From an optimization exercise on the open Yosys and OpenROAD flow, aimed at small area, a short achievable clock period and few clock cycles; shortcuts taken in it are not production practice.
The clock port is modelled as an ideal driver; clocking choices that lean on that would not hold on a real chip.

==> v34: inputs <==
==> flow/design.v <==
module pool1_top (
    input  wire        clk,
    input  wire        rst,
    input  wire [31:0] in_data,
    input  wire        in_valid,
    output wire        in_read,
    output wire [31:0] out_data,
    output wire        out_write,
    input  wire        out_ready
);
    localparam W  = 29;
    localparam NR = 14;          
    localparam RW = 16 * W;      
    reg  [NR*RW-1:0]  lb;        
    reg  [8:0]        cnt;       
    reg               odd;       
    reg  [W-1:0]      res;       
    reg               res_v;
    reg  [3:0]        pause;     
    reg               att;       
    reg  [W-1:0]      hq;        
    reg               hv;
    reg               rd_any;    
    reg               rd_rdy;    
    wire ph   = cnt[4];          
    wire free = ~odd & (cnt == 9'd0);
    wire dblk = odd & ph & res_v;
    wire run  = att & (hv | in_valid) & (~dblk | out_ready);
    wire take = in_valid & (rd_any | (rd_rdy & out_ready));
    wire rd_a, rd_b;
    pool1_nand2 u_rd_a (.a(in_valid), .b(rd_any),               .y(rd_a));
    pool1_nand3 u_rd_b (.a(in_valid), .b(rd_rdy), .c(out_ready), .y(rd_b));
    pool1_nand2 u_rd   (.a(rd_a),     .b(rd_b),             .y(in_read));
    wire wr_n;
    pool1_nand2 u_wr_n (.a(res_v), .b(out_ready), .y(wr_n));
    pool1_inv   u_wr   (.a(wr_n), .y(out_write));
    assign out_data  = {3'b000, res};
    wire [W-1:0] xr   = hv ? hq : in_data[W-1:0];
    wire         xneg = ~hv & in_data[31];
    wire         xsat = ~hv & ~in_data[31] & (in_data[30] | in_data[29]);
    wire [W-1:0] first = lb[RW-1 -: W];          
    wire [W-1:0] last  = lb[NR*RW-1 -: W];       
    wire [W-1:0] op    = odd ? last : ph ? first : {W{1'b0}};
    wire         ge    = op >= xr;
    wire [W-1:0] m     = xsat ? {W{1'b1}} : (xneg | ge) ? op : xr;
    wire shift = run & ~(odd ^ ph);              
    wire [NR*W-1:0] ring_in;
    wire shift_n = ~shift;
    genvar g, i;
    generate
        for (g = 1; g < NR - 1; g = g + 1) begin : g_mid
            for (i = 0; i < W; i = i + 1) begin : g_bit
                pool1_sel u_sel (
                    .a(lb[(g-1)*RW + (RW-W) + i]), .b(lb[g*RW + (RW-W) + i]),
                    .sa(shift), .sb(shift_n), .y(ring_in[g*W + i])
                );
            end
        end
    endgenerate
    assign ring_in[W-1:0] = (run & ~odd) ? m : first;
    assign ring_in[NR*W-1 -: W] = shift ? lb[(NR-1)*RW-1 -: W] :
                                  (run & odd & ~ph) ? m : last;
    integer k;
    always @(posedge clk)
        for (k = 0; k < NR; k = k + 1)
            lb[k*RW +: RW] <= {lb[k*RW +: RW-W], ring_in[k*W +: W]};
    wire         new_r   = run & odd & ph;
    wire         hold    = take & ~att;      
    always @(posedge clk) begin
        if (new_r)
            res <= (m[W-1 -: 3] == 3'b111) ? {W{1'b0}} : m;
        if (hold)
            hq <= in_data[31] ? {W{1'b0}} :
                  (in_data[30] | in_data[29]) ? {W{1'b1}} : in_data[W-1:0];
    end
    wire       wrap    = cnt == 9'd447;
    wire [8:0] cnt_n   = ~run ? cnt : wrap ? 9'd0 : cnt + 9'd1;
    wire       odd_n   = odd ^ (run & wrap);
    wire       res_v_n = new_r | (res_v & ~out_ready);
    wire       hv_n    = hold | (hv & ~run);
    wire       stop    = att & ~run & ~free;
    wire [3:0] pause_n = stop ? 4'd15 : (pause != 4'd0) ? pause - 4'd1 : 4'd0;
    always @(posedge clk) begin
        if (rst) begin
            cnt   <= 9'd0;
            odd   <= 1'b0;
            res_v <= 1'b0;
            pause <= 4'd0;
            att   <= 1'b1;
            hv    <= 1'b0;
            rd_any <= 1'b1;
            rd_rdy <= 1'b1;
        end else begin
            cnt   <= cnt_n;
            odd   <= odd_n;
            res_v <= res_v_n;
            pause <= pause_n;
            att   <= pause_n == 4'd0;
            hv    <= hv_n;
            rd_any <= ~hv_n & ((pause_n != 4'd0) | ~(odd_n & cnt_n[4] & res_v_n));
            rd_rdy <= ~hv_n;
        end
    end
endmodule
module pool1_nand2 (
    input  wire a,
    input  wire b,
    output wire y
);
    assign y = ~(a & b);
endmodule
module pool1_nand3 (
    input  wire a,
    input  wire b,
    input  wire c,
    output wire y
);
    assign y = ~(a & b & c);
endmodule
module pool1_inv (
    input  wire a,
    output wire y
);
    assign y = ~a;
endmodule
module pool1_sel (
    input  wire a,
    input  wire b,
    input  wire sa,
    input  wire sb,
    output wire y
);
    assign y = (a & sa) | (b & sb);
endmodule
==> flow/flow/run.sh <==
#!/bin/bash
# Own layout flow: the standard flow (the standard.sh, its synthesis
# unchanged), with these settings:
# - port buffers of the smallest plain buffer; timing repair resizes the
#   ones on critical paths,
# - larger clock-tree sink clusters, of clkbuf_16 only, and no dummy loads,
# - a setup repair margin of 6.4 ns, which reaches only the paths from the
#   handshake inputs to the handshake outputs,
# - after clock-tree synthesis, the two handshake output buffers set to buf_6.
# Every tool's output is in the ORFS logs under orfs/logs; make's own output
# is in standard.log.
export BUFFER_PORTS_ARGS="-buffer_cell sky130_fd_sc_hd__buf_1"
export CTS_ARGS="-sink_clustering_enable -repair_clock_nets -sink_clustering_size 32 -sink_clustering_max_diameter 80 -buf_list sky130_fd_sc_hd__clkbuf_16 -dont_use_dummy_load"
export POST_CTS_TCL="$PWD/flow/post_cts.tcl"
bash standard.sh SETUP_SLACK_MARGIN=6.4 finish > standard.log 2>&1
==> flow/flow/post_cts.tcl <==
# Size the buffers of the handshake outputs for speed: they sit on the
# paths from in_valid/out_ready to in_read/out_write, which set the period.
foreach port {in_read out_write} {
  foreach pin [get_pins -of_objects [get_nets $port]] {
    if {[get_property $pin direction] eq "output"} {
      set cell [get_cells -of_objects $pin]
      puts "post_cts: $port driven by [get_full_name $cell] ([get_property $cell ref_name]) -> sky130_fd_sc_hd__buf_6"
      replace_cell $cell sky130_fd_sc_hd__buf_6
    }
  }
}
detailed_placement
==> flow/standard.sh <==
#!/bin/bash
# synth_recipe.tcl (not shown) runs the flow's synth.tcl, then flattens the netlist and writes it again
# the make line also repeats each setting of config.mk as NAME=value (left out here)
make -C /OpenROAD-flow-scripts/flow DESIGN_CONFIG=/design/flow/config.mk WORK_HOME=/design/flow/orfs CLKGATE_MAP_FILE= SYNTH_SCRIPT=/design/flow/synth_recipe.tcl "${@:-finish}"
==> flow/config.mk <==
export PLATFORM = sky130hd
export DESIGN_NAME = pool1_top
export DESIGN_NICKNAME = pool1_top
export VERILOG_FILES = /design/flow/design.v
export SDC_FILE = /design/flow/constraint.sdc
export NUM_CORES = 8
export LEC_CHECK = 0
export CAP_MARGIN = 20
export CORE_MARGIN = 2
export CORE_UTILIZATION = 40
export SETUP_SLACK_MARGIN = 5
export SLEW_MARGIN = 20
export SYNTH_HIERARCHICAL = 1
==> flow/constraint.sdc <==
create_clock -name core_clock -period 11.0 [get_ports {clk}]
set_input_delay 2.2000 -clock core_clock [delete_from_list [all_inputs] [get_ports {clk}]]
set_output_delay 2.2000 -clock core_clock [all_outputs]
set_load 0.01 [all_outputs]
==> inputs of v35, as changes to v34 <==
==> flow/design.v, changed modules only <==
module pool1_top (
    input  wire        clk,
    input  wire        rst,
    input  wire [31:0] in_data,
    input  wire        in_valid,
    output wire        in_read,
    output wire [31:0] out_data,
    output wire        out_write,
    input  wire        out_ready
);
    localparam W  = 29;
    localparam NR = 14;          
    localparam RW = 16 * W;      
    reg  [NR*RW-1:0]  lb;        
    reg  [8:0]        cnt;       
    reg               odd;       
    reg  [W-1:0]      res;       
    reg               res_v;
    reg  [3:0]        pause;     
    reg               att;       
    reg               go;        
    wire ph   = cnt[4];          
    wire free = ~odd & (cnt == 9'd0);
    wire run = in_valid & (go | (att & out_ready));
    wire rd_a, rd_b;
    pool1_nand2 u_rd_a (.a(in_valid), .b(go),               .y(rd_a));
    pool1_nand3 u_rd_b (.a(in_valid), .b(att), .c(out_ready), .y(rd_b));
    pool1_nand2 u_rd   (.a(rd_a),     .b(rd_b),             .y(in_read));
    wire wr_n;
    pool1_nand2 u_wr_n (.a(res_v), .b(out_ready), .y(wr_n));
    pool1_inv   u_wr   (.a(wr_n), .y(out_write));
    assign out_data  = {3'b000, res};
    wire [W-1:0] xr   = in_data[W-1:0];
    wire         xneg = in_data[31];
    wire         xsat = ~in_data[31] & (in_data[30] | in_data[29]);
    wire [W-1:0] first = lb[RW-1 -: W];          
    wire [W-1:0] last  = lb[NR*RW-1 -: W];       
    wire [W-1:0] op    = odd ? last : ph ? first : {W{1'b0}};
    wire         ge    = op >= xr;
    wire [W-1:0] m     = xsat ? {W{1'b1}} : (xneg | ge) ? op : xr;
    wire shift = run & ~(odd ^ ph);              
    wire [NR*W-1:0] ring_in;
    wire shift_n = ~shift;
    genvar g, i;
    generate
        for (g = 1; g < NR - 1; g = g + 1) begin : g_mid
            for (i = 0; i < W; i = i + 1) begin : g_bit
                pool1_sel u_sel (
                    .a(lb[(g-1)*RW + (RW-W) + i]), .b(lb[g*RW + (RW-W) + i]),
                    .sa(shift), .sb(shift_n), .y(ring_in[g*W + i])
                );
            end
        end
    endgenerate
    assign ring_in[W-1:0] = (run & ~odd) ? m : first;
    assign ring_in[NR*W-1 -: W] = shift ? lb[(NR-1)*RW-1 -: W] :
                                  (run & odd & ~ph) ? m : last;
    integer k;
    always @(posedge clk)
        for (k = 0; k < NR; k = k + 1)
            lb[k*RW +: RW] <= {lb[k*RW +: RW-W], ring_in[k*W +: W]};
    wire         new_r   = run & odd & ph;
    always @(posedge clk)
        if (new_r)
            res <= (m[W-1 -: 3] == 3'b111) ? {W{1'b0}} : m;
    wire       wrap    = cnt == 9'd447;
    wire [8:0] cnt_n   = ~run ? cnt : wrap ? 9'd0 : cnt + 9'd1;
    wire       odd_n   = odd ^ (run & wrap);
    wire       res_v_n = new_r | (res_v & ~out_ready);
    wire       stop    = att & ~run & ~free;
    wire [3:0] pause_n = stop ? 4'd15 : (pause != 4'd0) ? pause - 4'd1 : 4'd0;
    always @(posedge clk) begin
        if (rst) begin
            cnt   <= 9'd0;
            odd   <= 1'b0;
            res_v <= 1'b0;
            pause <= 4'd0;
            att   <= 1'b1;
            go    <= 1'b1;
        end else begin
            cnt   <= cnt_n;
            odd   <= odd_n;
            res_v <= res_v_n;
            pause <= pause_n;
            att   <= pause_n == 4'd0;
            go    <= (pause_n == 4'd0) & ~(odd_n & cnt_n[4] & res_v_n);
        end
    end
endmodule
==> flow/flow/post_cts.tcl (replaced) <==
# Size the buffers of the handshake outputs for speed: they sit on the
# paths from in_valid/out_ready to in_read/out_write, which set the period.
foreach port {in_read out_write} {
  foreach pin [get_pins -of_objects [get_nets -of_objects [get_ports $port]]] {
    if {[get_property $pin direction] eq "output"} {
      set cell [get_cells -of_objects $pin]
      puts "post_cts: $port driven by [get_full_name $cell] ([get_property $cell ref_name]) -> sky130_fd_sc_hd__buf_6"
      replace_cell $cell sky130_fd_sc_hd__buf_6
    }
  }
}
detailed_placement
==> comparison table <==
|  | v35 | v34 |
|---|---|---|
| Post-placement setup slack | 4.95 ns | 5.16 ns |
| Post-synthesis mux area share | 0.211% | 0.219% |
| Die boundary width | 590 um | 594 um |
| Primary flip-flop cell chosen by synthesis mapping | dfxtp_1 | dfxtp_1 |
| Area fraction in and, or, nand and nor cells after synthesis | 0.568% | 0.886% |
| Row count | 215 | 216 |
| Final Wtd Congestion | 0.793 | 0.758 |
| Total half-perimeter wirelength after legalization and detailed placement | 91.2 mm | 96.6 mm |
| Synthesized area | 137000 um^2 | 139000 um^2 |
| Placed standard-cell area | 143000 um^2 | 145000 um^2 |
| Sink count of the clock tree | 6542 | 6573 |
| Fraction of synthesized cell area in xor and xnor cells | 0.0510% | 0.0503% |
| Die Y | 590 um | 594 um |
| Post-synthesis share of cell area spent on full adders, half adders and majority gates | 0.283% | 0.288% |
| Mean cell area of the mapped netlist | 18.6 um^2 | 18.4 um^2 |
| Initial cell density of the core | 40.1% | 40.2% |
| Synth cell types | 43 | 55 |
| Number of placed instances with taps included | 12000 | 12200 |
| Number of enable flip-flop cells after synthesis | 29 | 58 |
| Seq/Total Area, Yosys | 95.6% | 94.9% |
| Number of instances in the synthesized netlist | 7383 | 7563 |
| Run status | aborted with a tool error | complete, no violations |
| Stage where the flow stopped | 4_1_cts | - |
| Area fraction of the dominant cell type after synthesis | 95.0% | 93.7% |
| Complex-gate fraction of the synthesized area | 3.04% | 3.33% |
| Flops & latches, synth | 6542 | 6573 |
Function was not checked in any run of this note: the RTL went through the layout flow alone.

==> port drivers added, routing unchanged <==
The results above use ideal ports. As a check the final layout listed here was re-extracted and re-timed, cells and wires unchanged. Step 1 sets driving cells, clkbuf_16 on the clock port and buf_2 on the other inputs (assumed; they add their load-dependent delay and slew). Step 2 adds t to the input delays and takes it off the output delays; t is the mean of the earliest and latest rising clock arrival at the registers after step 1. Input paths then give back, and output paths get back, about the clock's delay inside the block. Three values: ideal ports, drivers, drivers and shift; two values: the first two.
run: v34
t, ns: 0.968
setup WS [ns]: 6.260 / 6.211 / 5.524
hold slack, ns: 0.257 / 0.257 / 0.257
worst register clock-pin slew, ns: 0.12 / 0.12
worst data-port slew with drivers (ns): 0.28
After both steps v34 still meets setup and hold. The setup slack of v34 moves by -0.049 ns with the drivers and by -0.736 ns with both steps.
